This is an optimization exercise on Yosys and OpenROAD, whose aim is small area, not a production implementation. Where RTL was checked, it was by simulation tests only, not by an equivalence proof against the original. For runs 1 to 3, only the layout was checked, not whether the RTL still works. Power is estimated from default activity; no workload was simulated.

**design/flow/run.sh**
```bash
#!/bin/bash
# synth_recipe.tcl (not shown) runs the flow's synth.tcl, then flattens the netlist and writes it again
# the make line also repeats each setting of config.mk as NAME=value (left out here)
make -C /OpenROAD-flow-scripts/flow DESIGN_CONFIG=/design/flow/config.mk WORK_HOME=/design/flow/orfs CLKGATE_MAP_FILE= SYNTH_SCRIPT=/design/flow/synth_recipe.tcl finish
```
**design/flow/design.v**
```verilog
module mainClock(
    output Vsync,
    output Hsync,
    output [2:0] Rcolor,
    output [2:0] Gcolor,
    output [1:0] Bcolor,
    output reg [3:0] lScore,
    output reg [3:0] rScore,
    output [1:0] winner,
    output reg speakerOut,
    input FPGAclk,
    input reset,
    input startGame,
    input setColor,
    input setSpeed,
    input [2:0] Rinput,
    input [2:0] Ginput,
    input [1:0] Binput,
    input encoderLA,
    input encoderLB,
    input encoderRA,
    input encoderRB
    );
    function [15:0] add;
        input [15:0] a;
        input [15:0] b;
        input ci;
        integer i;
        reg c;
        begin
            c = ci;
            for (i = 0; i < 16; i = i + 1) begin
                add[i] = a[i] ^ b[i] ^ c;
                c = (a[i] & b[i]) | (c & (a[i] ^ b[i]));
            end
        end
    endfunction
    function ltu;
        input [15:0] a;
        input [15:0] b;
        integer i;
        reg c;
        begin
            c = 0;
            for (i = 0; i < 16; i = i + 1)
                c = (~a[i] & b[i]) | (~a[i] & c) | (b[i] & c);
            ltu = c;
        end
    endfunction
    reg ph;              
    reg [9:0] X;         
    reg [9:0] Y;         
    reg inv;             
    reg [2:0] Rmem;
    reg [2:0] Gmem;
    reg [1:0] Bmem;
    reg [7:0] gameSpeed;
    reg [7:0] gameCount;
    reg [13:0] pauseCount;
    reg [4:0] toneFrq;
    reg playTone;
    reg [8:0] lp;        
    reg [8:0] rp;        
    reg [8:0] bh;        
    reg [7:0] bv;        
    reg mr, md;
    reg prevRA, prevLA;
    reg [1:0] gameState;
    reg wl;              
    wire disp = ~(X[9] & (X[8] | X[7]));            
    wire dp = ~ph & disp;                           
    wire cv = (X != 0) & ltu(X, 641);   
    assign Hsync = ~(~ltu(X, 657) & ltu(X, 752));
    wire yhigh = Y[9] & ((~Y[8] & (Y[3] | (Y[2] & Y[1] & Y[0]))) | (Y[8] & Y[1]));
    assign Vsync = ~yhigh;
    wire x656 = (X == 656);
    wire x799 = X[9] & X[8] & (&X[4:0]);
    wire y520 = Y[9] & ~Y[8] & Y[3];
    assign Rcolor = cv ? (Rmem ^ {3{inv}}) : 3'd0;
    assign Gcolor = cv ? (Gmem ^ {3{inv}}) : 3'd0;
    assign Bcolor = cv ? (Bmem ^ {2{inv}}) : 2'd0;
    wire g3 = gameState[1] & gameState[0];
    assign winner = {g3 & ~wl, g3 & wl};
    wire ge480 = Y[9] | (&Y[8:5]);
    wire [9:0] V = ge480 ? {4'b0, Y[9], Y[4:0]} : Y;
    wire ff = Y[9] & Y[8];   
    wire [4:0] step = 5'd17 - {1'b0, gameSpeed[7:4]};
    wire run = gameState[1] | gameState[0];
    wire mvR = run & encoderRA & ~prevRA;
    wire mvL = run & encoderLA & ~prevLA;
    wire [15:0] rsum = add({7'b0, rp}, {11'b0, step} ^ {16{encoderRB}}, encoderRB);
    wire [15:0] lsum = add({7'b0, lp}, {11'b0, step} ^ {16{encoderLB}}, encoderLB);
    wire rok = encoderRB ? ~rsum[15] : ltu(rsum, 355);
    wire lok = encoderLB ? ~lsum[15] : ltu(lsum, 355);
    wire [8:0] rp_n = (mvR & rok) ? rsum[8:0] : rp;
    wire [8:0] lp_n = (mvL & lok) ? lsum[8:0] : lp;
    wire [8:0] pd = X[9] ? rp_n : lp_n;
    wire [15:0] dP = add({6'b0, V}, ~{7'b0, pd}, 1'b1);
    wire vP = ~dP[15] & ~ltu(dP, 16) & ltu(dP, 115);
    wire hP = (~ltu(X, 601) & ltu(X, 620)) | (~ltu(X, 21) & ltu(X, 40));
    wire [15:0] dBH = add({7'b0, X[9:1]}, ~{7'b0, bh}, 1'b1);
    wire hB = ~dBH[15] & ltu(dBH, 10) & ((dBH[3:0] != 0) | X[0]);
    wire [15:0] dBV = add({7'b0, V[9:1]}, ~{8'b0, bv}, 1'b1);
    wire vB = ~dBV[15] & ~ltu(dBV, 8) & (ltu(dBV, 17) | ((dBV[9:0] == 17) & ~V[0]));
    wire hit = ((hP & vP) | (hB & vB)) & ~ff;
    wire [7:0] gs_n = setSpeed ? {Rinput, Ginput, Binput} : gameSpeed;
    wire stepNow = ~ltu(gameCount, gs_n);
    wire s1 = gameState == 1;
    wire s2 = gameState == 2;
    wire gstep = dp & s1 & stepNow;
    wire rw = mr & bh[8] & bh[5] & bh[4] & bh[2] & bh[1];    
    wire lw = ~mr & (bh == 0);
    wire wall = rw | lw;
    wire lwin = rw & lScore[3] & lScore[0];                  
    wire rwin = lw & rScore[3] & rScore[0];
    wire win = lwin | rwin;
    wire [8:0] pc_ = mr ? rp_n : lp_n;
    wire [15:0] dC = add({7'b0, bv, 1'b0}, ~{7'b0, pc_}, 1'b1);
    wire pHit = dC[15] ? ~ltu(dC, 16'hffed) : ltu(dC, 100);
    wire inCol = mr ? (~ltu(bh, 291) & ltu(bh, 300)) : (ltu(bh, 20) & ~ltu(bh, 11));
    wire phit = ~wall & inCol & pHit;
    wire lt6200 = ltu(pauseCount, 6200);
    wire tinc = playTone & lt6200;
    wire tz = playTone & ~lt6200;
    wire s3ns = dp & g3 & ~startGame;
    wire s23 = (dp & s2) | s3ns;
    wire [15:0] pcsum = add({2'b0, pauseCount}, {14'b0, tinc & s23, 1'b0}, tinc ^ s23);
    wire gt1250 = ~tz & (tinc ? ~ltu(pauseCount, 1250) : ~ltu(pauseCount, 1251));
    wire ge625 = ~tz & (tinc ? ~ltu(pauseCount, 624) : ~ltu(pauseCount, 625));
    wire pclr = (gstep & win) | (s3ns & gt1250) | tz;
    always @(posedge FPGAclk or posedge reset) begin
        if (reset) begin
            ph <= 0; X <= 656; Y <= 1021; inv <= 0;
            Rmem <= 0; Gmem <= 0; Bmem <= 0;
            gameSpeed <= 128; gameCount <= 0; pauseCount <= 0; toneFrq <= 0; playTone <= 1;
            speakerOut <= 0;
            lp <= 190; rp <= 190; bh <= 155; bv <= 115; mr <= 0; md <= 0;
            prevRA <= 0; prevLA <= 0; gameState <= 0; wl <= 0; lScore <= 0; rScore <= 0;
        end else begin
            ph <= ~ph;
            prevRA <= encoderRA;
            prevLA <= encoderLA;
            rp <= rp_n;
            lp <= lp_n;
            if (tinc) begin
                toneFrq <= add(toneFrq, 0, 1);
                if (&toneFrq) speakerOut <= ~speakerOut;
            end
            playTone <= (playTone & lt6200) | (gstep & phit);
            pauseCount <= pclr ? {13'b0, tz & s23} : pcsum[13:0];
            if (~ph) begin
                X <= x799 ? 10'd0 : add(X, 0, 1);
                if (x656) Y <= y520 ? 10'd0 : add(Y, 0, 1);
            end
            if (dp) begin
                inv <= hit;
                if (setColor) begin
                    Rmem <= Rinput; Gmem <= Ginput; Bmem <= Binput;
                end
                gameSpeed <= gs_n;
                case (gameState)
                    0: if (startGame) gameState <= 1;
                    1: begin
                        gameCount <= stepNow ? 8'd0 : add(gameCount, 0, 1);
                        if (stepNow) begin
                            if (wall) begin
                                mr <= lw;
                                bh <= 155;
                                bv <= md ? 116 : 114;
                                gameState <= win ? 2'd3 : 2'd2;
                                wl <= rw;
                                if (rw & ~win) lScore <= add(lScore, 0, 1);
                                if (lw & ~win) rScore <= add(rScore, 0, 1);
                            end else begin
                                if (phit) mr <= ~mr;
                                else bh <= add(bh, mr ? 0 : 16'hffff, mr);
                                if (md) begin
                                    bv <= add(bv, (bv == 218) ? 16'hffff : 0, bv != 218);
                                    if (bv == 218) md <= 0;
                                end else begin
                                    if (bv == 0) md <= 1;
                                    else bv <= add(bv, 16'hffff, 0);
                                end
                            end
                        end
                    end
                    2: if (~playTone & (&pauseCount)) gameState <= 1;
                    3: begin
                        if (startGame) begin
                            lScore <= 0; rScore <= 0; gameState <= 1;
                        end else if (wl) begin
                            lScore[2:1] <= {2{ge625}};
                        end else begin
                            rScore[2:1] <= {2{ge625}};
                        end
                    end
                endcase
            end
        end
    end
endmodule
```
**design/flow/config.mk**
```make
export PLATFORM = sky130hd
export DESIGN_NAME = mainClock
export DESIGN_NICKNAME = mainClock
export VERILOG_FILES = /design/flow/design.v
export SDC_FILE = /design/flow/constraint.sdc
export NUM_CORES = 4
export LEC_CHECK = 0
export CAP_MARGIN = 20
export CORE_MARGIN = 2
export CORE_UTILIZATION = 40
export SLEW_MARGIN = 20
```
**design/flow/constraint.sdc**
```tcl
create_clock -name core_clock -period 20.0 [get_ports {FPGAclk}]
set_input_delay 4.0000 -clock core_clock [delete_from_list [all_inputs] [get_ports {FPGAclk}]]
set_output_delay 4.0000 -clock core_clock [all_outputs]
set_load 0.01 [all_outputs]
```
==> flow_metrics.tcl, run 1 <==
set metrics [dict create \
    status "no timing/DRC/antenna violations" \
    ctsLongestPathBuffers 2 \
    grt_pass1_wl_um 32500 \
    path_delay_family "adder cells" \
    grt_pass1_vias 6371 \
    synth-edff-count 0 \
    grt_start_max_net_pins 67 \
    cts_resized 0 \
    synth_seq_cells 117 \
    cp-end-kind "register" \
    fmax_mhz 73.4 \
    fin_setup_tns_ns 0 \
    cts_sinks 117 \
    finalMaxSlewViolations 0 \
    setup_viol 0 \
    globalRouteOverflowTotal 0 \
    finClkSkew_ns 0.00999 \
    syn_inst 869 \
    yosys_warnings 1 \
    wl_um 19100 \
    nNetsFinal 1046 \
    crit_buf_inv 8 \
    synth_cell_types 69 \
    final-hold-violation-count 0 \
    fill_cells 2030 \
    dr_total_vias 6156 \
    tightest_slew_ns 0.879 \
    synth.yosys.seq_area_share 0.345 \
    h-tree-depth 4 \
    grt_antenna_before_repair 0 \
    drc_errors 0 \
    fp.coreArea_um2 21100 \
    io_pins 38 \
    layout_commonest_cell "nand2_1" \
    die_y_um 151 \
    power_uw 1170 \
    async_reset_ff_frac 1.00 \
    clk_pin_slew_ns 0.05 \
    track_usage 0.183 \
    worstSetupStartpointType "primary input" \
    cp.required_ns 20.36 \
    firstDrtPassIters 4 \
    slowest_stage "or4b_2" \
    synth_top_area_cell "dfrtp_1" \
    rsz0062_at_grt "false" \
    avgSynthCellArea_um2 9.92 \
    viasPerCell 5.16 \
    synth.area.top_cells "dfrtp_1, fa_1, dfstp_2" \
    ir_worst_vdd_mv 0.0643 \
    drt_iter0_drc 327 \
    slew_headroom 0.412 \
    hpwl_um 14200 \
    crit_type "primary input to register" \
    critPathMaxStageDelay_ns 0.71 \
    post-cts-setup-buffer-count 0 \
    area_growth_syn_to_layout_pct 13.9 \
    tritoncts "done" \
    clock_latency_ns 0.43 \
    cts.hold.buffers_added 0 \
    p_per_area_nw_per_um2 119 \
    drive_gt1_frac 0.130 \
    numCtsBuffers 17 \
    fp.dieArea_um2 22700 \
    leakage_uw 0.00456 \
    cts-root-buf "clkbuf_16" \
    rows 53 \
    critPathArrivalTime_ns 13.99 \
    start_util 0.409 \
    io_buffers 37 \
    wl_per_cell_um 16.0 \
    die_x_um 151 \
    netlist_area_um2 8620 \
    place_congestion 0.829 \
    layout_common_cells "nand2_1, inv_1, dfrtp_1, o21ai_0, ha_1" \
    crit_fanout 11 \
    diodes 0 \
    period_minus_slack_ns 13.63 \
    hp-class "register to register" \
    synth_ff_type "dfrtp_1" \
    period_share 0.681 \
    crit_top_cell "fa_1" \
    maxCapViolCount 0 \
    synth_top_area_share 0.235 \
    postRouteAntennaNets 0 \
]
==> Yosys cell counts (10+ instances only) <==
cell / count
a21oi_1: 17
and2_1: 17
clkbuf_1: 21
dfrtp_1: 81
dfstp_2: 36
fa_1: 60
ha_1: 64
inv_1: 94
mux2_2: 28
mux2i_1: 29
nand2_1: 104
nand2b_1: 10
nand3_1: 16
nor2_1: 40
nor3_1: 16
o21ai_0: 69
o22ai_1: 10
xnor2_1: 15
xor2_1: 10
==> where the power goes <==
group | switching [uW] | internal (uW) | leakage (uW)
clock network | 125 | 166 | 0.000256
registers | 64.1 | 305 | 0.00140
logic | 283 | 222 | 0.00291
total | 472 | 693 | 0.00456
==> per-layer routing <==
metal  vias to the layer above  wire [um]  track usage
met4                         0        284       0.0556
met5                         -          0            0
li1                       3065          -            -
met1                      3001       9300        0.249
met2                        62       9040        0.296
met3                        28        452       0.0367
==> final cells by class <==
class / instances / area, um^2 / share of cell area
repair buffers: 43 / 415 / 0.0423
well taps: 275 / 344 / 0.0350
clock buffers: 19 / 453 / 0.0461
clock inverters: 13 / 101 / 0.0103
inverters: 95 / 359 / 0.0366
multi-input cells: 631 / 5180 / 0.527
flip-flops and latches: 117 / 2970 / 0.303
==> state kept, by name, indices dropped and copies added (netlist names), 9 cells and up <==
| register | count |
|---|---|
| X | 10 |
| bh | 9 |
| lp | 9 |
| Y | 10 |
| pauseCount | 14 |
| rp | 9 |
==> kinds of logic (layout without fill, tap and decap cells) <==
group                    count (synthesis)  in the layout  share of synthesized area
AND/OR/NAND/NOR                        261            261                      0.151
AO/OA/AOI/OAI                          162            162                      0.121
adder cells (fa/ha/maj)                124            124                      0.232
buffers and inverters                  122            170                     0.0553
flip-flops                             117            117                      0.345
multiplexers                            57             57                     0.0702
XOR/XNOR                                25             25                     0.0254
other                                    1              2                   0.000435
==> worst paths after layout <==
| kind | startpoint | endpoint | slack, ns | cells past startpoint |
|---|---|---|---|---|
| setup / recovery | encoderRB | bh[3]$_DFFE_PP1P_ | 6.37 | 39 |
| min in group asynchronous | reset | gameSpeed[0]$_DFFE_PP0P_ | 4.03 | 2 |
| hold reg to reg | toneFrq[4]$_DFFE_PP0P_ | toneFrq[4]$_DFFE_PP0P_ | 0.48 | 1 |
| hold / removal | toneFrq[4]$_DFFE_PP0P_ | toneFrq[4]$_DFFE_PP0P_ | 0.48 | 1 |
| max in group asynchronous | reset | Gmem[1]$_DFFE_PP0P_ | 14.65 | 3 |
| setup reg to reg | gameSpeed[4]$_DFFE_PP0P_ | bh[3]$_DFFE_PP1P_ | 10.01 | 38 |
==> stage by stage <==
stage | util | area, um^2 | setup WS, ns | hold slack, ns | instances
after floorplan | - | 8630 | 7.14 | 0.438 | 870
after global placement | 0.440 | 9270 | 6.06 | 0.458 | 1161
after detailed placement | 0.440 | 9270 | 5.90 | 0.464 | 1161
after CTS | 0.466 | 9820 | 6.34 | 0.474 | 1193
after global routing | 0.466 | 9820 | 5.72 | 0.484 | 1193
final | 0.466 | 9820 | 6.37 | 0.476 | 1193
==> run 2, diff against run 1 <==
--- a/design/flow/design.v
+++ b/design/flow/design.v
@@ -83,5 +83,5 @@
     assign winner = {g3 & ~wl, g3 & wl};
     wire ge480 = Y[9] | (&Y[8:5]);
-    wire [9:0] V = ge480 ? {4'b0, Y[9], Y[4:0]} : Y;
+    wire [8:0] V = ge480 ? {3'b0, Y[9], Y[4:0]} : Y[8:0];
     wire ff = Y[9] & Y[8];   
     wire [4:0] step = 5'd17 - {1'b0, gameSpeed[7:4]};
@@ -89,18 +89,18 @@
     wire mvR = run & encoderRA & ~prevRA;
     wire mvL = run & encoderLA & ~prevLA;
-    wire [15:0] rsum = add({7'b0, rp}, {11'b0, step} ^ {16{encoderRB}}, encoderRB);
-    wire [15:0] lsum = add({7'b0, lp}, {11'b0, step} ^ {16{encoderLB}}, encoderLB);
-    wire rok = encoderRB ? ~rsum[15] : ltu(rsum, 355);
-    wire lok = encoderLB ? ~lsum[15] : ltu(lsum, 355);
+    wire [15:0] rsum = add({7'b0, rp}, {6'b0, {5{encoderRB}}, step ^ {5{encoderRB}}}, encoderRB);
+    wire [15:0] lsum = add({7'b0, lp}, {6'b0, {5{encoderLB}}, step ^ {5{encoderLB}}}, encoderLB);
+    wire rok = encoderRB ? ~rsum[9] : ltu(rsum[8:0], 355);
+    wire lok = encoderLB ? ~lsum[9] : ltu(lsum[8:0], 355);
     wire [8:0] rp_n = (mvR & rok) ? rsum[8:0] : rp;
     wire [8:0] lp_n = (mvL & lok) ? lsum[8:0] : lp;
     wire [8:0] pd = X[9] ? rp_n : lp_n;
-    wire [15:0] dP = add({6'b0, V}, ~{7'b0, pd}, 1'b1);
-    wire vP = ~dP[15] & ~ltu(dP, 16) & ltu(dP, 115);
+    wire [15:0] dP = add({7'b0, V}, {6'b0, 1'b1, ~pd}, 1'b1);
+    wire vP = ~dP[9] & ~ltu(dP[8:0], 16) & ltu(dP[8:0], 115);
     wire hP = (~ltu(X, 601) & ltu(X, 620)) | (~ltu(X, 21) & ltu(X, 40));
-    wire [15:0] dBH = add({7'b0, X[9:1]}, ~{7'b0, bh}, 1'b1);
-    wire hB = ~dBH[15] & ltu(dBH, 10) & ((dBH[3:0] != 0) | X[0]);
-    wire [15:0] dBV = add({7'b0, V[9:1]}, ~{8'b0, bv}, 1'b1);
-    wire vB = ~dBV[15] & ~ltu(dBV, 8) & (ltu(dBV, 17) | ((dBV[9:0] == 17) & ~V[0]));
+    wire [15:0] dBH = add({7'b0, X[9:1]}, {6'b0, 1'b1, ~bh}, 1'b1);
+    wire hB = ~dBH[9] & ltu(dBH[8:0], 10) & ((dBH[3:0] != 0) | X[0]);
+    wire [15:0] dBV = add({8'b0, V[8:1]}, {7'b0, 1'b1, ~bv}, 1'b1);
+    wire vB = ~dBV[8] & ~ltu(dBV[7:0], 8) & (ltu(dBV[7:0], 17) | ((dBV[7:0] == 17) & ~V[0]));
     wire hit = ((hP & vP) | (hB & vB)) & ~ff;
     wire [7:0] gs_n = setSpeed ? {Rinput, Ginput, Binput} : gameSpeed;
@@ -116,6 +116,6 @@
     wire win = lwin | rwin;
     wire [8:0] pc_ = mr ? rp_n : lp_n;
-    wire [15:0] dC = add({7'b0, bv, 1'b0}, ~{7'b0, pc_}, 1'b1);
-    wire pHit = dC[15] ? ~ltu(dC, 16'hffed) : ltu(dC, 100);
+    wire [15:0] dC = add({7'b0, bv, 1'b0}, {6'b0, 1'b1, ~pc_}, 1'b1);
+    wire pHit = dC[9] ? ~ltu(dC[8:0], 9'h1ed) : ltu(dC[8:0], 100);
     wire inCol = mr ? (~ltu(bh, 291) & ltu(bh, 300)) : (ltu(bh, 20) & ~ltu(bh, 11));
     wire phit = ~wall & inCol & pHit;
--- a/design/flow/config.mk
+++ b/design/flow/config.mk
@@ -8,4 +8,5 @@
 export CAP_MARGIN = 20
 export CORE_MARGIN = 2
-export CORE_UTILIZATION = 40
+export CORE_UTILIZATION = 65
+export CTS_BUF_LIST = sky130_fd_sc_hd__clkbuf_4
 export SLEW_MARGIN = 20
==> run 2 against run 1 <==
Still clean on timing, DRC and antenna. Total power is 4.0% lower. Clock power is about 30% lower. Die area fell by 36%. Critical path depth stayed put. Sequential power increased by 2%. Synthesized cell count up 3.9%. First-iteration DRC count is 42% higher. Final area shrank 2.3%. Register-to-register slack is essentially flat. Critical endpoint is now bh[2]$_DFFE_PP0P_. Largest cell class unchanged. Largest power group unchanged.
==> flow_metrics.tcl, run 2 <==
set metrics [dict create \
    die_y_um 120 \
    area_growth_syn_to_layout_pct 9.01 \
    numCtsBuffers 17 \
    io_pins 38 \
    tightest_slew_ns 0.934 \
    yosys_warnings 1 \
    finClkSkew_ns 0.0176 \
    cp.required_ns 20.44 \
    clock_latency_ns 0.56 \
    crit_buf_inv 8 \
    layout_commonest_cell "nand2_1" \
    cts.hold.buffers_added 0 \
    largest_reg_flops 14 \
    crit_fanout 11 \
    ir_worst_vdd_mv 0.0878 \
    setup_viol 0 \
    dr_total_vias 6702 \
    drc_errors 0 \
    regMostFlops "pauseCount" \
    final-hold-violation-count 0 \
    firstDrtPassIters 9 \
    cts-root-buf "clkbuf_4" \
    maxCapViolCount 0 \
    track_usage 0.287 \
    cp-end-kind "register" \
    synth_cell_types 71 \
    post-cts-setup-buffer-count 0 \
    rows 42 \
    synth_top_area_share 0.230 \
    ctsLongestPathBuffers 2 \
    crit_top_cell "fa_1" \
    slew_headroom 0.375 \
    avgSynthCellArea_um2 9.75 \
    layout_common_cells "nand2_1, dfrtp_1, inv_1, o21ai_0, ha_1" \
    routed-wl-met2_um 9410 \
    met1_length_um 8420 \
    cp.depth 39 \
    async_reset_ff_frac 1.00 \
    synth_top_cells_by_count "nand2_1, inv_1, dfrtp_1" \
    finalMaxSlewViolations 0 \
    globalRouteOverflowTotal 0 \
    worstSetupStartpointType "primary input" \
    wl_per_cell_um 17.1 \
    holdWs_ns 0.483 \
    drive_gt1_frac 0.127 \
    io_buffers 37 \
    hpwl_um 14400 \
    reg2reg_depth 38 \
    period_minus_slack_ns 13.43 \
    clk_pin_slew_ns 0.10 \
    path_delay_family "adder cells" \
    diodes 0 \
    grt_start_max_net_pins 72 \
    viasPerCell 5.98 \
    multi_input_comb_area_um2 5350 \
    synth_seq_cells 117 \
    rsz0062_at_grt "false" \
    crit_type "primary input to register" \
    p_per_area_nw_per_um2 117 \
    fill_cells 1005 \
    critPathMaxStageDelay_ns 0.67 \
    fmax_mhz 74.5 \
    hp-class "register to register" \
    register_area_um2 2970 \
    leakage_uw 0.00434 \
    drt_iter0_drc 465 \
    syn_inst 903 \
    grt_pass1_wl_um 33100 \
    synth-edff-count 0 \
    slowest_stage "clkdlybuf4s50_1" \
    routed.top_layer "met4" \
    fin_setup_tns_ns 0 \
    die_x_um 120 \
    post-place-ws_ns 6.07 \
    fp.dieArea_um2 14500 \
    fp.coreArea_um2 13200 \
    cts_resized 0 \
    min_path_cells 1 \
    setup_ws_ns 6.57 \
    synth_ff_type "dfrtp_1" \
    critPathArrivalTime_ns 13.87 \
    start_util 0.665 \
    top_regs "pauseCount (14), X (10), Y (10)" \
    wl_met3_um 962 \
    synth_top_area_cell "dfrtp_1" \
    synth_most_common_cell "nand2_1" \
    netlist_area_um2 8800 \
    synth.area.top_cells "dfrtp_1, fa_1, dfstp_2" \
    postRouteAntennaNets 0 \
    grt_antenna_before_repair 0 \
    grt_pass1_vias 6865 \
    place_congestion 0.895 \
    wl_um 19100 \
    status "no timing/DRC/antenna violations" \
    synth.yosys.seq_area_share 0.338 \
    period_share 0.671 \
    nNetsFinal 1070 \
    h-tree-depth 4 \
    cts_sinks 117 \
    tritoncts "done" \
]
## run 2: cell families (layout without fill, tap and decap cells)
kind of cell,after synthesis,in the layout,share of synthesized area
AOI/OAI and AO/OA,153,153,0.114
xor gates and xnor gates,25,25,0.0249
adders and majority gates,121,121,0.223
buffers and inverters,115,157,0.0543
DFF,117,117,0.338
muxes,56,56,0.0679
and+or+nand+nor,316,316,0.179
## run 2: layer usage
layer,up-vias,track usage
met2,193,0.475
met4,0,0.0879
met1,3301,0.380
met5,-,0
met3,40,0.0656
li1,3168,-
## run 2: path summary, 6_finish.rpt
kind / start / endpoint / slack (ns)
max: encoderRB / bh[2]$_DFFE_PP0P_ / 6.57
min: toneFrq[4]$_DFFE_PP0P_ / toneFrq[4]$_DFFE_PP0P_ / 0.48
max reg2reg: gameSpeed[4]$_DFFE_PP0P_ / bh[2]$_DFFE_PP0P_ / 10.00
min reg2reg: toneFrq[4]$_DFFE_PP0P_ / toneFrq[4]$_DFFE_PP0P_ / 0.48
max in group asynchronous: reset / bh[5]$_DFFE_PP0P_ / 14.89
min in group asynchronous: reset / rp[8]$_DFF_PP0_ / 3.98
## run 2: final cells by class
| type | instances | area share |
|---|---|---|
| clock buffer | 19 | 0.0149 |
| clock inverter | 13 | 0.0194 |
| inverter | 83 | 0.0327 |
| multi-input combinational | 671 | 0.558 |
| sequential | 117 | 0.310 |
| tap | 176 | 0.0229 |
| timing repair buffer | 42 | 0.0425 |
## run 2: report_power, final
group / switching, uW / internal (uW) / leakage [uW]
sequential: 69.3 / 307 / 0.00137
clock: 90.0 / 112 / 0.000176
combinational: 301 / 239 / 0.00280
total: 460 / 658 / 0.00434
## run 2: per-stage QoR
stage / std cells / util / total power [uW] / instance area (um^2)
floorplan: 903 / - / 764 / 8800
global placement: 1089 / 0.700 / 871 / 9270
detailed placement: 1089 / 0.700 / 910 / 9270
CTS: 1121 / 0.725 / 1120 / 9600
global route: 1121 / 0.725 / 1220 / 9600
finish: 1121 / 0.725 / 1120 / 9600
==> run 3, diff against run 2 <==
--- a/design/flow/config.mk
+++ b/design/flow/config.mk
@@ -8,5 +8,5 @@
 export CAP_MARGIN = 20
 export CORE_MARGIN = 2
-export CORE_UTILIZATION = 65
-export CTS_BUF_LIST = sky130_fd_sc_hd__clkbuf_4
+export CORE_UTILIZATION = 40
+export CTS_BUF_LIST = sky130_fd_sc_hd__clkbuf_8
 export SLEW_MARGIN = 20
==> run 3 against run 2 <==
Maximum frequency rose by 0.86%. Via count fell by 4.6%. Critical path depth fell by 1. Total power barely moved. Clock power rose by 9%. First-iteration DRC count fell by 32%. Non-clock buffer count did not move.
==> flow_metrics.tcl, run 3 <==
set metrics [dict create \
    grt_start_max_net_pins 77 \
    place_congestion 0.861 \
    globalRouteOverflowTotal 0 \
    largest_reg_flops 14 \
    synth_top_area_cell "dfrtp_1" \
    synth_most_common_cell "nand2_1" \
    synth_top_cells_by_count "nand2_1, inv_1, dfrtp_1" \
    rows 54 \
    layout_commonest_cell "nand2_1" \
    hold_end "toneFrq[4]$_DFFE_PP0P_" \
    reg2reg_to "bh[6]$_DFFE_PP0P_" \
    post-cts-setup-buffer-count 0 \
    pwr-share-clk 0.197 \
    die_y_um 152 \
    synth.area.top_cells "dfrtp_1, fa_1, dfstp_2" \
    setup_ws_ns 6.69 \
    synth_ff_type "dfrtp_1" \
    reg2reg_from "gameSpeed[4]$_DFFE_PP0P_" \
    cts-root-buf "clkbuf_8" \
    sw_frac_of_total 0.417 \
    status "no timing/DRC/antenna violations" \
    slew_headroom 0.302 \
    netlist_area_um2 8800 \
    hp-class "register to register" \
    top_regs "pauseCount (14), X (10), Y (10)" \
    clk_pin_slew_ns 0.08 \
    clock_latency_ns 0.44 \
    tritoncts "done" \
    start_util 0.406 \
    io_pins 38 \
    grt_antenna_before_repair 0 \
    finClkSkew_ns 0.0124 \
    wl_um 19300 \
    fin_setup_tns_ns 0 \
    fill_cells 2079 \
    post_dp_cell_area_um2 9400 \
    track_usage 0.176 \
    power_uw 1120 \
    period_minus_slack_ns 13.31 \
    combPwrFrac 0.465 \
    tightest_slew_ns 1.04 \
    crit_fanout 11 \
    p_int_uw 652 \
    p_seq_frac 0.338 \
    viasPerCell 5.22 \
    yosys_warnings 1 \
    post-place-ws_ns 6.22 \
    slowest_stage "clkdlybuf4s50_1" \
    cp-end-kind "register" \
    synth_cell_types 71 \
    h-tree-depth 4 \
    syn_inst 903 \
    hpwl_um 14400 \
    regMostFlops "pauseCount" \
    grt_pass1_wl_um 33100 \
    ctsLongestPathBuffers 2 \
    nNetsFinal 1070 \
    synth.yosys.seq_area_share 0.338 \
    grt_pass1_vias 6480 \
    final-hold-violation-count 0 \
    diodes 0 \
    worstSetupStartpointType "primary input" \
    critPathMaxStageDelay_ns 0.67 \
    setup_viol 0 \
    worstHoldStart "toneFrq[4]$_DFFE_PP0P_" \
    wl_per_cell_um 15.8 \
    fmax_mhz 75.1 \
    design_area_um2 9790 \
    avgSynthCellArea_um2 9.75 \
    dr_total_vias 6396 \
    register_area_um2 2970 \
    drc_errors 0 \
    finalMaxSlewViolations 0 \
    fp.coreArea_um2 21700 \
    drive_gt1_frac 0.132 \
    synth-edff-count 0 \
    cp.required_ns 20.33 \
    period_share 0.666 \
    synth_seq_cells 117 \
    crit_type "primary input to register" \
    fp.dieArea_um2 23200 \
    ir_worst_vdd_mv 0.0501 \
    layout_common_cells "nand2_1, inv_1, dfrtp_1, o21ai_0, ha_1" \
    async_reset_ff_frac 1.00 \
    maxCapViolCount 0 \
    drt_iter0_drc 318 \
    min_path_cells 1 \
    p_per_area_nw_per_um2 114 \
    cts.hold.buffers_added 0 \
    power.switching_uw 466 \
    rsz0062_at_grt "false" \
    critPathArrivalTime_ns 13.64 \
    cts_sinks 117 \
    postRouteAntennaNets 0 \
    r2r_slack_ns 10.25 \
    numCtsBuffers 17 \
    area_growth_syn_to_layout_pct 11.2 \
    reg2reg_depth 37 \
    synth_top_area_share 0.230 \
    crit_top_cell "fa_1" \
    die_x_um 152 \
    leakage_uw 0.00436 \
    firstDrtPassIters 5 \
    io_buffers 37 \
    multi_input_comb_area_um2 5350 \
    cts_resized 0 \
]
## run 3: stage by stage
| stage | util | hold WS (ns) | instances |
|---|---|---|---|
| after CTS | 0.451 | 0.483 | 1225 |
| after global routing | 0.452 | 0.498 | 1225 |
| after floorplan | - | 0.445 | 903 |
| after global placement | 0.433 | 0.461 | 1193 |
| final | 0.452 | 0.474 | 1225 |
| after detailed placement | 0.433 | 0.463 | 1193 |
## run 3: logic make-up (layout without fill, tap and decap cells)
family	count (synthesis)	after routing	share of synthesized area
adders and majority gates	121	121	0.223
muxes	56	56	0.0679
and+or+nand+nor	316	316	0.179
buffers and inverters	115	157	0.0543
xor gates and xnor gates	25	25	0.0249
DFF	117	117	0.338
AOI/OAI and AO/OA	153	153	0.114
## run 3: worst max path at each step
stage          startpoint           endpoint  cells after the start
2_1_floorplan   encoderLB  bh[2]$_DFFE_PP0P_                     38
3_3_place_gp    encoderLB  bh[6]$_DFFE_PP0P_                     38
3_5_place_dp    encoderLB  bh[6]$_DFFE_PP0P_                     38
4_1_cts         encoderLB  bh[6]$_DFFE_PP0P_                     38
5_1_grt         encoderLB  bh[6]$_DFFE_PP0P_                     38
6_report        encoderLB  bh[6]$_DFFE_PP0P_                     38
## run 3: layer usage
layer | global-route usage | up-vias | part of all wire
li1 | - | 3166 | -
met1 | 0.237 | 3113 | 0.48
met2 | 0.288 | 100 | 0.48
met3 | 0.0358 | 17 | 0.030
met4 | 0.0498 | 0 | 0.015
met5 | 0 | - | 0
## run 3: power by group through the flow
stage	registers (uW)	clock network, uW	logic [uW]
after floorplan	358	0	406
after global placement	383	0	509
after detailed placement	382	0	519
after CTS	379	228	523
after global routing	389	239	607
final	378	220	520
## run 3: critical path, delay by kind of cell
family,cells,cell delay [ns]
and+or+nand+nor,8,1.59
muxes,3,1.17
buffers and inverters,8,1.11
adders and majority gates,16,5.11
AOI/OAI and AO/OA,3,0.63
## run 3: cell type report
class | instances | area share
inverters | 83 | 0.0321
clock buffers | 17 | 0.0239
repair buffers | 42 | 0.0420
flip-flops and latches | 117 | 0.304
clock inverters | 15 | 0.0161
well taps | 280 | 0.0358
multi-input cells | 671 | 0.547
==> run 4, diff against run 3 <==
--- a/design/flow/design.v
+++ b/design/flow/design.v
@@ -72,9 +72,10 @@
     wire cv = (X != 0) & ltu(X, 641);   
     assign Hsync = ~(~ltu(X, 657) & ltu(X, 752));
-    wire yhigh = Y[9] & ((~Y[8] & (Y[3] | (Y[2] & Y[1] & Y[0]))) | (Y[8] & Y[1]));
+    wire yhigh = Y[9] & ((~Y[8] & Y[5] & (Y[3] | (Y[2] & Y[1] & Y[0]))) | (Y[8] & Y[1]));
     assign Vsync = ~yhigh;
     wire x656 = (X == 656);
     wire x799 = X[9] & X[8] & (&X[4:0]);
-    wire y520 = Y[9] & ~Y[8] & Y[3];
+    wire y479 = ~Y[9] & Y[8] & Y[7] & Y[6] & (&Y[4:0]);
+    wire y552 = Y[9] & ~Y[8] & Y[5] & Y[3];
     assign Rcolor = cv ? (Rmem ^ {3{inv}}) : 3'd0;
     assign Gcolor = cv ? (Gmem ^ {3{inv}}) : 3'd0;
@@ -82,7 +83,5 @@
     wire g3 = gameState[1] & gameState[0];
     assign winner = {g3 & ~wl, g3 & wl};
-    wire ge480 = Y[9] | (&Y[8:5]);
-    wire [8:0] V = ge480 ? {3'b0, Y[9], Y[4:0]} : Y[8:0];
-    wire ff = Y[9] & Y[8];   
+    wire [8:0] V = Y[8:0];
     wire [4:0] step = 5'd17 - {1'b0, gameSpeed[7:4]};
     wire run = gameState[1] | gameState[0];
@@ -103,5 +102,5 @@
     wire [15:0] dBV = add({8'b0, V[8:1]}, {7'b0, 1'b1, ~bv}, 1'b1);
     wire vB = ~dBV[8] & ~ltu(dBV[7:0], 8) & (ltu(dBV[7:0], 17) | ((dBV[7:0] == 17) & ~V[0]));
-    wire hit = ((hP & vP) | (hB & vB)) & ~ff;
+    wire hit = (hP & vP) | (hB & vB);
     wire [7:0] gs_n = setSpeed ? {Rinput, Ginput, Binput} : gameSpeed;
     wire stepNow = ~ltu(gameCount, gs_n);
@@ -129,16 +128,20 @@
     wire ge625 = ~tz & (tinc ? ~ltu(pauseCount, 624) : ~ltu(pauseCount, 625));
     wire pclr = (gstep & win) | (s3ns & gt1250) | tz;
+    always @(posedge FPGAclk) begin
+        prevRA <= encoderRA;
+        prevLA <= encoderLA;
+        if (dp) inv <= hit;
+        if (gstep & wall) wl <= rw;
+    end
     always @(posedge FPGAclk or posedge reset) begin
         if (reset) begin
-            ph <= 0; X <= 656; Y <= 1021; inv <= 0;
+            ph <= 0; X <= 656; Y <= 1021;
             Rmem <= 0; Gmem <= 0; Bmem <= 0;
             gameSpeed <= 128; gameCount <= 0; pauseCount <= 0; toneFrq <= 0; playTone <= 1;
             speakerOut <= 0;
             lp <= 190; rp <= 190; bh <= 155; bv <= 115; mr <= 0; md <= 0;
-            prevRA <= 0; prevLA <= 0; gameState <= 0; wl <= 0; lScore <= 0; rScore <= 0;
+            gameState <= 0; lScore <= 0; rScore <= 0;
         end else begin
             ph <= ~ph;
-            prevRA <= encoderRA;
-            prevLA <= encoderLA;
             rp <= rp_n;
             lp <= lp_n;
@@ -151,8 +154,7 @@
             if (~ph) begin
                 X <= x799 ? 10'd0 : add(X, 0, 1);
-                if (x656) Y <= y520 ? 10'd0 : add(Y, 0, 1);
+                if (x656) Y <= y479 ? 10'd512 : y552 ? 10'd0 : add(Y, 0, 1);
             end
             if (dp) begin
-                inv <= hit;
                 if (setColor) begin
                     Rmem <= Rinput; Gmem <= Ginput; Bmem <= Binput;
@@ -169,5 +171,4 @@
                                 bv <= md ? 116 : 114;
                                 gameState <= win ? 2'd3 : 2'd2;
-                                wl <= rw;
                                 if (rw & ~win) lScore <= add(lScore, 0, 1);
                                 if (lw & ~win) rScore <= add(rScore, 0, 1);
--- a/design/flow/config.mk
+++ b/design/flow/config.mk
@@ -6,4 +6,5 @@
 export NUM_CORES = 4
 export LEC_CHECK = 0
+export ABC_AREA = 1
 export CAP_MARGIN = 20
 export CORE_MARGIN = 2
==> run 4 against run 3 <==
Final cell count increased by 6.6%. Combinational power increased by 16%. Final area decreased by 2.5%. Core utilization increased by 0.42 points. Worst hold slack improved by 0.0048 ns.
==> flow_metrics.tcl, run 4 <==
set metrics [dict create \
    start_util 0.407 \
    grt_antenna_before_repair 0 \
    diodes 0 \
    slew_headroom 0.374 \
    numCtsBuffers 17 \
    p_per_area_nw_per_um2 126 \
    synth.area.top_cells "dfrtp_1, fa_1, dfstp_2" \
    combPwrFrac 0.498 \
    synth.yosys.seq_area_share 0.349 \
    clk_pin_slew_ns 0.07 \
    wl_per_cell_um 13.9 \
    io_buffers 37 \
    cp.required_ns 20.38 \
    syn_inst 979 \
    nNetsFinal 1156 \
    dr_total_vias 6386 \
    period_minus_slack_ns 12.64 \
    synth-edff-count 2 \
    wl_um 18200 \
    io_pins 38 \
    cts_resized 0 \
    pwr-share-clk 0.180 \
    postRouteAntennaNets 0 \
    maxCapViolCount 0 \
    leakage_uw 0.00453 \
    cp-end-kind "register" \
    synth_seq_cells 117 \
    globalRouteOverflowTotal 0 \
    crit_fanout 14 \
    largest_reg_flops 14 \
    finClkSkew_ns 0.0152 \
    worstSetupStartpointType "primary input" \
    layout_common_cells "nand2_1, inv_1, o21ai_0, dfrtp_1, nor2_1" \
    finalMaxSlewViolations 0 \
    sw_frac_of_total 0.445 \
    setup_viol 0 \
    tightest_slew_ns 0.938 \
    grt_pass1_wl_um 31500 \
    power.switching_uw 537 \
    firstDrtPassIters 5 \
    clock_latency_ns 0.46 \
    h-tree-depth 4 \
    fin_setup_tns_ns 0 \
    regMostFlops "pauseCount" \
    crit_path_start "encoderLB" \
    crit_top_cell "fa_1" \
    hp-class "register to register" \
    grt_start_max_net_pins 74 \
    post-cts-setup-buffer-count 0 \
    tritoncts "done" \
    top_regs "pauseCount (14), X (10), Y (10)" \
    fp.dieArea_um2 22500 \
    reg2reg_from "gameSpeed[4]$_DFFE_PP0P_" \
    track_usage 0.178 \
    viasPerCell 4.89 \
    synth_cell_types 49 \
    die_x_um 150 \
    final-hold-violation-count 0 \
    yosys_warnings 1 \
    hpwl_um 13800 \
    p_int_uw 670 \
    synth_most_common_cell "nand2_1" \
    rows 53 \
    worstHoldStart "speakerOut$_DFFE_PP0P_" \
    avgSynthCellArea_um2 8.70 \
    synth_top_area_cell "dfrtp_1" \
    cts.hold.buffers_added 0 \
    critPathArrivalTime_ns 13.02 \
    drt_iter0_drc 235 \
    synth_ff_type "dfrtp_1" \
    synth_top_cells_by_count "nand2_1, inv_1, o21ai_0" \
    crit_type "primary input to register" \
    post_dp_cell_area_um2 9160 \
    status "no timing/DRC/antenna violations" \
    netlist_area_um2 8520 \
    drive_gt1_frac 0.116 \
    p_seq_frac 0.322 \
    drc_errors 0 \
    slowest_stage "clkdlybuf4s50_1" \
    layout_commonest_cell "nand2_1" \
    design_area_um2 9550 \
    cts-root-buf "clkbuf_8" \
    fmax_mhz 79.1 \
    rsz0062_at_grt "false" \
    place_congestion 0.848 \
    fp.coreArea_um2 21000 \
    synth_top_area_share 0.226 \
    async_reset_ff_frac 0.966 \
    area_growth_syn_to_layout_pct 12.1 \
    ir_worst_vdd_mv 0.0583 \
    critPathMaxStageDelay_ns 0.63 \
    grt_pass1_vias 6405 \
    ctsLongestPathBuffers 2 \
    die_y_um 150 \
    cts_sinks 117 \
    period_share 0.632 \
]
## run 4: cell count changes after synthesis, moves of 10 or more
cell,previous run,this run
nand2b_1,11,0
inv_1,82,166
nor3_1,24,11
o21ai_0,61,90
nand3_1,24,50
and2_1,19,1
a21oi_1,21,11
mux2_2,30,11
nand2_1,116,187
mux2i_1,26,0
o21ai_1,0,12
## run 4: logic make-up after synthesis
family	count (synthesis)	synth area share
xor+xnor	27	0.0278
fa+ha+maj	121	0.231
simple gates	363	0.190
buf+inv	190	0.0881
mux	11	0.0145
flops	117	0.349
compound gates	150	0.100
## run 4: layout make-up
type | count | area, um^2
tap | 275 | 344
clock inverter | 13 | 123
fill | 2084 | 11400
clock buffer | 19 | 262
multi-input combinational | 672 | 4810
timing repair buffer | 40 | 393
sequential | 117 | 2970
inverter | 170 | 643
## run 4: layer usage
metal,vias up,part of all wire,GRT usage
met3,20,0.032,0.0433
met4,0,0.018,0.0481
li1,3226,-,-
met2,95,0.46,0.279
met1,3045,0.49,0.246
met5,-,0,0
## run 4: path summary, 6_finish.rpt
path,cells after the start,slack (ns),end
max,40,7.36,bh[4]$_DFFE_PP1P_
min,1,0.48,speakerOut$_DFFE_PP0P_
max reg2reg,40,11.25,bh[4]$_DFFE_PP1P_
min reg2reg,1,0.48,speakerOut$_DFFE_PP0P_
max in group asynchronous,3,14.72,Y[1]$_DFFE_PP0P_
min in group asynchronous,2,3.94,gameSpeed[3]$_DFFE_PP0P_
## run 4: through the flow
step           total power [uW]  hold slack [ns]  setup WS [ns]  instances  utilization
6_report                   1210            0.478           7.36       1306        0.456
5_1_grt                    1350            0.514           6.64       1306        0.456
4_1_cts                    1220            0.486           7.36       1306        0.455
3_5_place_dp                990            0.470           6.93       1274        0.437
3_3_place_gp                984            0.467           7.11       1274        0.437
2_1_floorplan               827            0.453           8.02        979            -
## run 4: critical path: cells and delay by family
kind | cells | cell delay, ns
compound gates | 4 | 0.66
mux | 1 | 0.38
simple gates | 10 | 1.32
fa+ha+maj | 16 | 5.28
buf+inv | 9 | 1.37
## run 4: power groups by stage
stage | sequential, uW | clock (uW) | combinational, uW
2_1_floorplan | 371 | 0 | 456
3_3_place_gp | 394 | 0 | 590
3_5_place_dp | 393 | 0 | 597
4_1_cts | 389 | 223 | 604
5_1_grt | 401 | 235 | 714
6_report | 388 | 218 | 601
==> run 5, diff against run 4 <==
==> design/flow/flow/run.sh (new file) <==
#!/bin/bash
set -euo pipefail
rm -rf scripts_area
cp -r "$FLOW_HOME/scripts" scripts_area
cp flow/abc_area.script scripts_area/abc_area.script
bash standard.sh "SCRIPTS_DIR=$PWD/scripts_area" ABC_AREA=1 ADDER_MAP_FILE= \
    "CTS_ARGS=-sink_clustering_enable -repair_clock_nets -dont_use_dummy_load -buf_list sky130_fd_sc_hd__clkbuf_8 -sink_clustering_size 30 -sink_clustering_max_diameter 100" \
    finish > flow_make.log 2>&1
==> design/flow/flow/abc_area.script (new file) <==
strash
dc2
balance
resub -K 8
rewrite -z
resub -K 10 -z
refactor -z
dc2
dch -f
amap
topo
==> design/flow/standard.sh (new file) <==
#!/bin/bash
# synth_recipe.tcl (not shown) runs the flow's synth.tcl, then flattens the netlist and writes it again
# the make line also repeats each setting of config.mk as NAME=value (left out here)
make -C /OpenROAD-flow-scripts/flow DESIGN_CONFIG=/design/flow/config.mk WORK_HOME=/design/flow/orfs CLKGATE_MAP_FILE= SYNTH_SCRIPT=/design/flow/synth_recipe.tcl "${@:-finish}"
--- a/design/flow/config.mk
+++ b/design/flow/config.mk
@@ -6,8 +6,6 @@
 export NUM_CORES = 4
 export LEC_CHECK = 0
-export ABC_AREA = 1
 export CAP_MARGIN = 20
 export CORE_MARGIN = 2
-export CORE_UTILIZATION = 40
-export CTS_BUF_LIST = sky130_fd_sc_hd__clkbuf_8
+export CORE_UTILIZATION = 55
 export SLEW_MARGIN = 20
removed: design/flow/run.sh
==> run 5 against run 4 <==
Critical path depth increased by 7. Synthesized area decreased by 15%. First-iteration DRC count increased to 2.7 times the previous value. Register-to-register slack improved by 0.61 ns. Synthesized cell count decreased by 0.41%. Critical endpoint unchanged. Total power decreased by 15%.
==> flow_metrics.tcl, run 5 <==
set metrics [dict create \
    fp.dieArea_um2 14200 \
    reg2reg_to "bh[4]$_DFFE_PP1P_" \
    use_met1 0.404 \
    numCtsBuffers 17 \
    fmax_mhz 83.1 \
    register_area_um2 2970 \
    tightest_slew_ns 1.01 \
    dr_total_vias 7222 \
    largest_reg_flops 14 \
    cts.hold.buffers_added 0 \
    io_pins 38 \
    hold_end "gameSpeed[0]$_DFFE_PP0P_" \
    yosys_warnings 1 \
    firstDrtPassIters 5 \
    h-tree-depth 4 \
    crit_type "primary input to register" \
    clk_pin_slew_ns 0.06 \
    crit_top_cell "nand2_1" \
    synth_seq_cells 117 \
    drt_iter0_drc 631 \
    synth-edff-count 2 \
    reg2reg_depth 46 \
    cts_sinks 117 \
    area_growth_syn_to_layout_pct 12.0 \
    drc_errors 0 \
    grt_pass1_vias 6745 \
    min_path_cells 2 \
    die_x_um 119 \
    globalRouteOverflowTotal 0 \
    ir_worst_vdd_mv 0.0603 \
    synth.area.top_cells "dfrtp_1, dfstp_2, nor2_1" \
    synth_compound_area_frac 0.319 \
    io_buffers 37 \
    grt_antenna_before_repair 0 \
    met2_usage 0.469 \
    fin_setup_tns_ns 0 \
    synth_most_common_cell "nor2_1" \
    p_per_area_nw_per_um2 125 \
    grt_busiest_layer "met2" \
    leakage_uw 0.00302 \
    tritoncts "done" \
    async_reset_ff_frac 0.966 \
    synth_ff_type "dfrtp_1" \
    maxCapViolCount 0 \
    avgSynthCellArea_um2 7.46 \
    crit_fanout 13 \
    hp-class "register to register" \
    wl_um 19400 \
    multi_input_comb_area_um2 3800 \
    drive_gt1_frac 0.0580 \
    synth_top_family_by_area "compound AO/OA/AOI/OAI gates" \
    grt_pass1_wl_um 33300 \
    synth_top_area_share 0.265 \
    layout_commonest_cell "nor2_1" \
    power_uw 1020 \
    finalMaxSlewViolations 0 \
    viasPerCell 5.97 \
    cp-end-kind "register" \
    fill_cells 1180 \
    postRouteAntennaNets 0 \
    rsz0062_at_grt "false" \
    slowest_stage "o22ai_1" \
    period_minus_slack_ns 12.03 \
    netlist_area_um2 7270 \
    layout_common_cells "nor2_1, clkinv_1, o21ai_0, nand2_1" \
    fp.coreArea_um2 13100 \
    yosys.area_share.adder 0 \
    nNetsFinal 1053 \
    ctsLongestPathBuffers 2 \
    cts-root-buf "clkbuf_8" \
    synthSimpleGateAreaFrac 0.203 \
    wl_per_cell_um 16.1 \
    worstSetupStartpointType "primary input" \
    cp.required_ns 20.35 \
    synth_top_area_cell "dfrtp_1" \
    syn_inst 975 \
    worstHoldStart "gameSpeed[0]$_DFFE_PP0P_" \
    synthMuxAreaShare 0 \
    die_y_um 119 \
    synth_xor_xnor_area_share 0 \
    met3_usage 0.0594 \
    slew_headroom 0.325 \
    critPathArrivalTime_ns 12.38 \
    hpwl_um 14800 \
    diodes 0 \
    reg2reg_from "gameSpeed[5]$_DFFE_PP0P_" \
    post-cts-setup-buffer-count 0 \
    synth.yosys.seq_area_share 0.409 \
    synth_top_cells_by_count "nor2_1, clkinv_1, o21ai_0" \
    regMostFlops "pauseCount" \
    finClkSkew_ns 0.0181 \
    grt_start_max_net_pins 82 \
    final-hold-violation-count 0 \
    place_congestion 0.901 \
    synth_cell_types 42 \
    setup_viol 0 \
    critPathMaxStageDelay_ns 0.63 \
    top_regs "pauseCount (14), X (10), Y (10)" \
    clock_latency_ns 0.44 \
    status "no timing/DRC/antenna violations" \
    r2r_slack_ns 11.86 \
    track_usage 0.293 \
    start_util 0.556 \
    cts_resized 0 \
    rows 42 \
    period_share 0.602 \
]
[run 5: cell count changes after synthesis, moves of 25 or more]
cell      change
inv_1       -166
a21oi_1      +56
nor2_1       +96
o22ai_1      +69
nand2_1      -84
nand3_1      -36
ha_1         -61
clkinv_1    +133
fa_1         -60
o21ai_0      +25
[run 5: worst max-delay path by stage]
stage	slack, ns	from	endpoint
after global routing	6.58	encoderLB	bh[4]$_DFFE_PP1P_
after global placement	8.15	encoderRB	bh[1]$_DFFE_PP1P_
final	7.97	encoderRB	bh[4]$_DFFE_PP1P_
after CTS	8.16	encoderRB	bh[7]$_DFFE_PP1P_
after floorplan	9.65	encoderLB	bh[1]$_DFFE_PP1P_
after detailed placement	7.72	encoderRB	bh[3]$_DFFE_PP1P_
[run 5: where the power goes]
part           internal (uW)  total (uW)  leakage [uW]  switching (uW)
logic                    195         513       0.00154             317
clock network           74.4         155      0.000122            81.1
registers                302         354       0.00135            52.4
[run 5: kinds of logic after synthesis]
family	Yosys count
compound gates	374
buf+inv	134
flops	117
simple gates	350
[run 5: per-stage QoR]
step                      instance area [um^2]  setup WS, ns  hold slack (ns)  utilization  instances
after CTS                                 8150          8.16            0.495        0.622       1210
after global placement                    7910          8.15            0.469        0.605       1193
final                                     8150          7.97            0.494        0.623       1210
after global routing                      8150          6.58            0.520        0.623       1210
after detailed placement                  7910          7.72            0.483        0.605       1193
after floorplan                           7270          9.65            0.451            -        975
[run 5: worst max-delay path: cells and delay by family]
family	cells	cell delay, ns
AND/OR/NAND/NOR	22	2.91
AO/OA/AOI/OAI	19	3.54
buffers and inverters	6	1.95
[run 5: layout make-up]
cell class	instances	share of cell area
sequential	117	0.365
inverter	134	0.0623
multi-input combinational	724	0.467
timing repair buffer	42	0.0501
tap	176	0.0270
clock buffer	17	0.0287
[run 5: metal layers]
layer,up-vias,share of wire
met5,-,0
met4,0,0.022
met3,41,0.055
met2,208,0.46
met1,3313,0.46
li1,3660,-
==> run 6, diff against run 5 <==
==> design/flow/flow/run.sh (replaced) <==
#!/bin/bash
set -euo pipefail
rm -rf scripts_area
cp -r "$FLOW_HOME/scripts" scripts_area
cp flow/abc_area.script scripts_area/abc_area.script
bash standard.sh "SCRIPTS_DIR=$PWD/scripts_area" ABC_AREA=1 ADDER_MAP_FILE= \
    "CTS_ARGS=-sink_clustering_enable -repair_clock_nets -dont_use_dummy_load -buf_list sky130_fd_sc_hd__clkbuf_4 -sink_clustering_size 15 -sink_clustering_max_diameter 80" \
    finish > flow_make.log 2>&1
==> run 6 against run 5 <==
Still clean. Maximum frequency grew 0.47%. Worst hold slack better by 0.0050 ns. Synthesized area did not move. Critical path depth is 1 lower. Sequential share of layout area grew 0.48 points. Sequential power hardly changed. Register-to-register slack got worse by 0.03 ns. Via count up 0.44%. Clock skew is 0.012 ns higher. Worst setup slack improved by 0.057 ns. First-iteration DRC count up 2.4%. Total power fell by 4.2%. Critical path type unchanged. Critical endpoint unchanged. Largest cell class unchanged. Largest power group unchanged.
==> flow_metrics.tcl, run 6 <==
set metrics [dict create \
    area_growth_syn_to_layout_pct 10.6 \
    wl_um 19300 \
    io_buffers 37 \
    h-tree-depth 4 \
    dr_total_vias 7254 \
    setup_ws_ns 8.03 \
    globalRouteOverflowTotal 0 \
    hp-class "register to register" \
    ir_worst_vdd_mv 0.0556 \
    fin_setup_tns_ns 0 \
    leakage_uw 0.00297 \
    synth_seq_cells 117 \
    drt_iter0_drc 646 \
    cts-root-buf "clkbuf_4" \
    ctsLongestPathBuffers 2 \
    post-place-ws_ns 7.72 \
    grt_start_max_net_pins 82 \
    crit_top_cell "nand2_1" \
    rsz0062_at_grt "false" \
    netlist_area_um2 7270 \
    critPathArrivalTime_ns 12.42 \
    path_delay_family "compound AO/OA/AOI/OAI gates" \
    avgSynthCellArea_um2 7.46 \
    fill_cells 1189 \
    place_congestion 0.901 \
    synth_ff_type "dfrtp_1" \
    cp-end-kind "register" \
    fmax_mhz 83.5 \
    design_area_um2 8040 \
    slew_headroom 0.331 \
    p_per_area_nw_per_um2 122 \
    die_x_um 119 \
    clk_pin_slew_ns 0.10 \
    drc_errors 0 \
    rows 42 \
    synth_top_area_share 0.265 \
    grt_pass1_vias 6711 \
    cts_sinks 117 \
    tritoncts "done" \
    drive_gt1_frac 0.0580 \
    finalMaxSlewViolations 0 \
    cts_resized 0 \
    period_minus_slack_ns 11.97 \
    async_reset_ff_frac 0.966 \
    finClkSkew_ns 0.0298 \
    postRouteAntennaNets 0 \
    status "no timing/DRC/antenna violations" \
    synth.yosys.seq_area_share 0.409 \
    crit_fanout 13 \
    grt_antenna_before_repair 0 \
    io_pins 38 \
    worstSetupStartpointType "primary input" \
    period_share 0.599 \
    final-hold-violation-count 0 \
    track_usage 0.290 \
    slowest_stage "clkdlybuf4s50_1" \
    synth_top_area_cell "dfrtp_1" \
    post_dp_cell_area_um2 7910 \
    clock_latency_ns 0.53 \
    setup_viol 0 \
    post-cts-setup-buffer-count 0 \
    largest_reg_flops 14 \
    synth.area.top_cells "dfrtp_1, dfstp_2, nor2_1" \
    diodes 0 \
    tightest_slew_ns 1.00 \
    maxCapViolCount 0 \
    top_regs "pauseCount (14), X (10), Y (10)" \
    grt_pass1_wl_um 33000 \
    cts.hold.buffers_added 0 \
    viasPerCell 6.00 \
    yosys_warnings 1 \
    layout_common_cells "nor2_1, clkinv_1, o21ai_0, nand2_1" \
    crit_buf_inv 6 \
    syn_inst 975 \
    synth_cell_types 42 \
    numCtsBuffers 17 \
    wl_per_cell_um 16.0 \
    fp.dieArea_um2 14200 \
    synth_most_common_cell "nor2_1" \
    hpwl_um 14800 \
    synth_top_cells_by_count "nor2_1, clkinv_1, o21ai_0" \
    start_util 0.556 \
    critPathMaxStageDelay_ns 0.62 \
    power_uw 979 \
    nNetsFinal 1053 \
    die_y_um 119 \
    cp.required_ns 20.44 \
    fp.coreArea_um2 13100 \
    firstDrtPassIters 6 \
    layout_commonest_cell "nor2_1" \
    synth-edff-count 2 \
    crit_type "primary input to register" \
    regMostFlops "pauseCount" \
    fin_util 0.615 \
]
run 6: path summary, 6_finish.rpt:
kind | start | slack, ns | cells after the start | end
min in group asynchronous | reset | 3.96 | 2 | Rmem[1]$_DFFE_PP0P_
worst min register to register | speakerOut$_DFFE_PP0P_ | 0.50 | 1 | speakerOut$_DFFE_PP0P_
worst max register to register | gameSpeed[5]$_DFFE_PP0P_ | 11.83 | 45 | bh[4]$_DFFE_PP1P_
max in group asynchronous | reset | 15.09 | 3 | rp[5]$_DFF_PP1_
worst min-delay path | speakerOut$_DFFE_PP0P_ | 0.50 | 1 | speakerOut$_DFFE_PP0P_
worst max-delay path | encoderRB | 8.03 | 46 | bh[4]$_DFFE_PP1P_
run 6: metal layers:
layer,vias to the layer above,routed length [um],GRT usage,part of all wire
met5,-,0,0,0
met4,0,459,0.0871,0.024
met3,47,1040,0.0666,0.054
met2,221,8840,0.457,0.46
met1,3323,8980,0.400,0.46
li1,3663,-,-,-
run 6: kinds of logic (layout without fill, tap and decap cells):
family	Yosys count	count (layout)	share of synthesized area
AO/OA/AOI/OAI	374	374	0.319
flip-flops	117	117	0.409
AND/OR/NAND/NOR	350	350	0.203
buffers and inverters	134	193	0.0692
run 6: through the flow:
stage	hold slack, ns	std cells
detailed placement	0.483	1193
finish	0.499	1210
CTS	0.502	1210
floorplan	0.451	975
global placement	0.469	1193
global route	0.530	1210
run 6: cell type report:
type                            count  area, um^2  share of cell area
Clock buffer                       17         128              0.0159
Inverter                          134         508              0.0632
Multi-Input combinational cell    724        3800               0.473
Sequential cell                   117        2970               0.370
Tap cell                          176         220              0.0274
Timing Repair Buffer               42         408              0.0507
run 6: power by group:
part	internal, uW	leakage [uW]	total [uW]	switching [uW]
registers	301	0.00135	353	52.3
logic	195	0.00154	512	317
clock network	38.7	0.0000782	114	75.2
total	535	0.00297	979	444
==> run 7, diff against run 6 <==
==> design/flow/flow/run.sh (replaced) <==
#!/bin/bash
# Own layout flow: the standard ORFS flow, with an area-oriented ABC
# script for the combinational mapping and a clock tree without dummy loads.
# Registers come from the standard synthesis unchanged (ABC does not touch
# flip-flops).  Each tool's output is in the ORFS logs under orfs/logs; the
# make output is in flow_make.log here.
set -euo pipefail
rm -rf scripts_area
cp -r "$FLOW_HOME/scripts" scripts_area
cp flow/abc_area.script scripts_area/abc_area.script
bash standard.sh "SCRIPTS_DIR=$PWD/scripts_area" ABC_AREA=1 \
    "CTS_ARGS=-sink_clustering_enable -repair_clock_nets -dont_use_dummy_load -buf_list sky130_fd_sc_hd__clkbuf_4" \
    finish > flow_make.log 2>&1
==> run 7 against run 6 <==
First-iteration DRC count down 38%. Total power down 32%. Critical endpoint is now bh[8]$_DFFE_PP0P_. Final area up 7.6%. Still clean on timing, DRC and antenna. Clock skew up 0.017 ns. Sequential share of layout area down 2.6 points. Core utilization up 0.64 points.
==> flow_metrics.tcl, run 7 <==
set metrics [dict create \
    reg2reg_depth 42 \
    synth.area.top_cells "dfrtp_1, fa_1, dfstp_2" \
    start_util 0.565 \
    post-cts-setup-buffer-count 0 \
    nNetsFinal 1000 \
    worstHoldStart "speakerOut$_DFFE_PP0P_" \
    critPathMaxStageDelay_ns 0.70 \
    reg2reg_from "gameSpeed[5]$_DFFE_PP0P_" \
    layout_commonest_cell "clkinv_1" \
    dr_total_vias 6205 \
    status "no timing/DRC/antenna violations" \
    finalMaxSlewViolations 0 \
    crit_type "primary input to register" \
    numCtsBuffers 17 \
    grt_antenna_before_repair 0 \
    synth_top_area_share 0.245 \
    fp.coreArea_um2 13900 \
    cts_sinks 117 \
    setup_viol 0 \
    period_minus_slack_ns 14.07 \
    regMostFlops "pauseCount" \
    viasPerCell 5.97 \
    synth-edff-count 2 \
    synth_top_area_cell "dfrtp_1" \
    h-tree-depth 4 \
    rsz0062_at_grt "false" \
    period_share 0.703 \
    cp.required_ns 20.39 \
    final-hold-violation-count 0 \
    drt_iter0_drc 403 \
    die_y_um 124 \
    wl_um 18000 \
    synth_seq_cells 117 \
    slowest_stage "clkdlybuf4s50_1" \
    area_growth_syn_to_layout_pct 9.86 \
    avgSynthCellArea_um2 9.83 \
    netlist_area_um2 7880 \
    tightest_slew_ns 0.918 \
    diodes 0 \
    syn_inst 801 \
    hp-class "register to register" \
    top_regs "pauseCount (14), X (10), Y (10)" \
    clk_pin_slew_ns 0.07 \
    io_buffers 37 \
    die_x_um 124 \
    drc_errors 0 \
    grt_pass1_wl_um 30500 \
    worstSetupStartpointType "primary input" \
    fmax_mhz 71.1 \
    r2r_slack_ns 9.71 \
    synth_most_common_cell "clkinv_1" \
    layout_common_cells "clkinv_1, dfrtp_1, nor2_1, ha_1, fa_1" \
    grt_pass1_vias 6237 \
    crit_fanout 10 \
    tritoncts "done" \
    min_path_cells 1 \
    track_usage 0.259 \
    crit_top_cell "fa_1" \
    postRouteAntennaNets 0 \
    cts-root-buf "clkbuf_4" \
    io_pins 38 \
    synth_top_cells_by_count "clkinv_1, dfrtp_1, nor2_1" \
    ctsLongestPathBuffers 2 \
    drive_gt1_frac 0.0709 \
    cts_resized 0 \
    wl_per_cell_um 17.3 \
    synth_ff_type "dfrtp_1" \
    fin_setup_tns_ns 0 \
    fp.dieArea_um2 15300 \
    hold_end "speakerOut$_DFFE_PP0P_" \
    firstDrtPassIters 6 \
    ir_worst_vdd_mv 0.0385 \
    async_reset_ff_frac 0.966 \
    cp-end-kind "register" \
    p_per_area_nw_per_um2 77.1 \
    place_congestion 0.935 \
    hpwl_um 14300 \
    critPathArrivalTime_ns 14.45 \
    synth_cell_types 44 \
    leakage_uw 0.00347 \
    post-place-ws_ns 5.49 \
    synth.yosys.seq_area_share 0.377 \
    maxCapViolCount 0 \
    reg2reg_to "bh[8]$_DFFE_PP0P_" \
    rows 43 \
    finClkSkew_ns 0.0473 \
    clock_latency_ns 0.53 \
    yosys_warnings 1 \
    globalRouteOverflowTotal 0 \
    cts.hold.buffers_added 0 \
    slew_headroom 0.388 \
    grt_start_max_net_pins 75 \
    largest_reg_flops 14 \
    setup_ws_ns 5.93 \
]
==> run 7: final cells by class <==
type / count / area, um^2
fillers: 1184 / 5280
multi-input cells: 536 / 4360
repair buffers: 42 / 408
well taps: 180 / 225
clock buffers: 17 / 128
flip-flops and latches: 117 / 2970
inverters: 148 / 558
==> run 7: per-stage QoR <==
stage	cells	hold WS (ns)	utilization	instance area, um^2	power, uW
finish	1040	0.470	0.621	8650	667
global route	1040	0.503	0.621	8650	719
CTS	1040	0.476	0.620	8650	673
detailed placement	1023	0.461	0.611	8520	557
global placement	1023	0.457	0.611	8520	545
floorplan	801	0.451	-	7880	483
==> run 7: per-layer routing <==
metal | global-route usage | wire length (um) | vias to the layer above
met5 | 0 | 0 | -
met4 | 0.104 | 525 | 0
met3 | 0.0508 | 975 | 43
met2 | 0.398 | 8370 | 184
met1 | 0.363 | 8090 | 3025
li1 | - | - | 2953
==> run 7: kinds of logic (layout without fill, tap and decap cells) <==
logic type / after synthesis / after routing / share of synthesized area
DFF: 117 / 117 / 0.377
AOI/OAI and AO/OA: 219 / 219 / 0.188
and+or+nand+nor: 196 / 196 / 0.115
adders and majority gates: 121 / 121 / 0.249
buffers and inverters: 148 / 207 / 0.0705
==> run 7: worst max path at each step <==
stage	startpoint	to	cells past startpoint
after floorplan	encoderRB	bh[1]$_DFFE_PP1P_	42
after global placement	encoderRB	bh[1]$_DFFE_PP1P_	43
after detailed placement	encoderRB	bh[4]$_DFFE_PP1P_	43
after CTS	encoderRB	bh[8]$_DFFE_PP0P_	42
after global routing	encoderRB	bh[8]$_DFFE_PP0P_	42
final	encoderRB	bh[8]$_DFFE_PP0P_	42
==> run 7: critical path: cells and delay by family <==
kind	cells	cell delay, ns
AND/OR/NAND/NOR	6	0.99
adder cells (fa/ha/maj)	16	4.84
buffers and inverters	11	2.26
AO/OA/AOI/OAI	9	2.35
==> run 7: power breakdown <==
part	total, uW	internal (uW)	switching, uW
Clock	112	38.6	73.5
Sequential	296	275	21.9
Combinational	259	112	147
Total	667	425	242

## what the ideal ports hide
The results above use ideal ports. As a check the final layouts listed here were re-extracted and re-timed, cells and wires unchanged.
Step 1 sets driving cells, clkbuf_16 on the clock port and buf_2 on the other inputs (assumed; they add their load-dependent delay and slew).
Step 2, shift: input delay + t, output delay - t, t = (earliest + latest rising clock arrival at the registers) / 2. This alone moves slack from input paths to output paths.
Slacks: ideal ports / drivers / drivers and shift; pairs: ideal ports / drivers.
run | t, ns | setup slack, ns | hold WS [ns] | worst setup path at the end | latest minus earliest clock arrival (ns)
run 1 | 0.474 | 6.373 / 6.392 / 5.918 | 0.476 / 0.476 / 0.476 | input to register | 0.010 / 0.011
run 2 | 0.587 | 6.571 / 6.583 / 5.996 | 0.483 / 0.483 / 0.483 | input to register | 0.019 / 0.018
run 3 | 0.480 | 6.686 / 6.708 / 6.228 | 0.474 / 0.474 / 0.474 | input to register | 0.017 / 0.017
run 4 | 0.489 | 7.363 / 7.381 / 6.892 | 0.478 / 0.478 / 0.478 | input to register | 0.016 / 0.016
run 5 | 0.465 | 7.969 / 7.967 / 7.502 | 0.494 / 0.494 / 0.494 | input to register | 0.019 / 0.018
run 6 | 0.553 | 8.026 / 8.021 / 7.468 | 0.499 / 0.499 / 0.499 | input to register | 0.030 / 0.030
run 7 | 0.544 | 5.933 / 5.944 / 5.400 | 0.470 / 0.470 / 0.470 | input to register | 0.047 / 0.048
After both steps setup and hold are still met in every run listed. The setup slack of run 2, which loses most, moves by +0.012 ns with the drivers and by -0.575 ns with both steps.
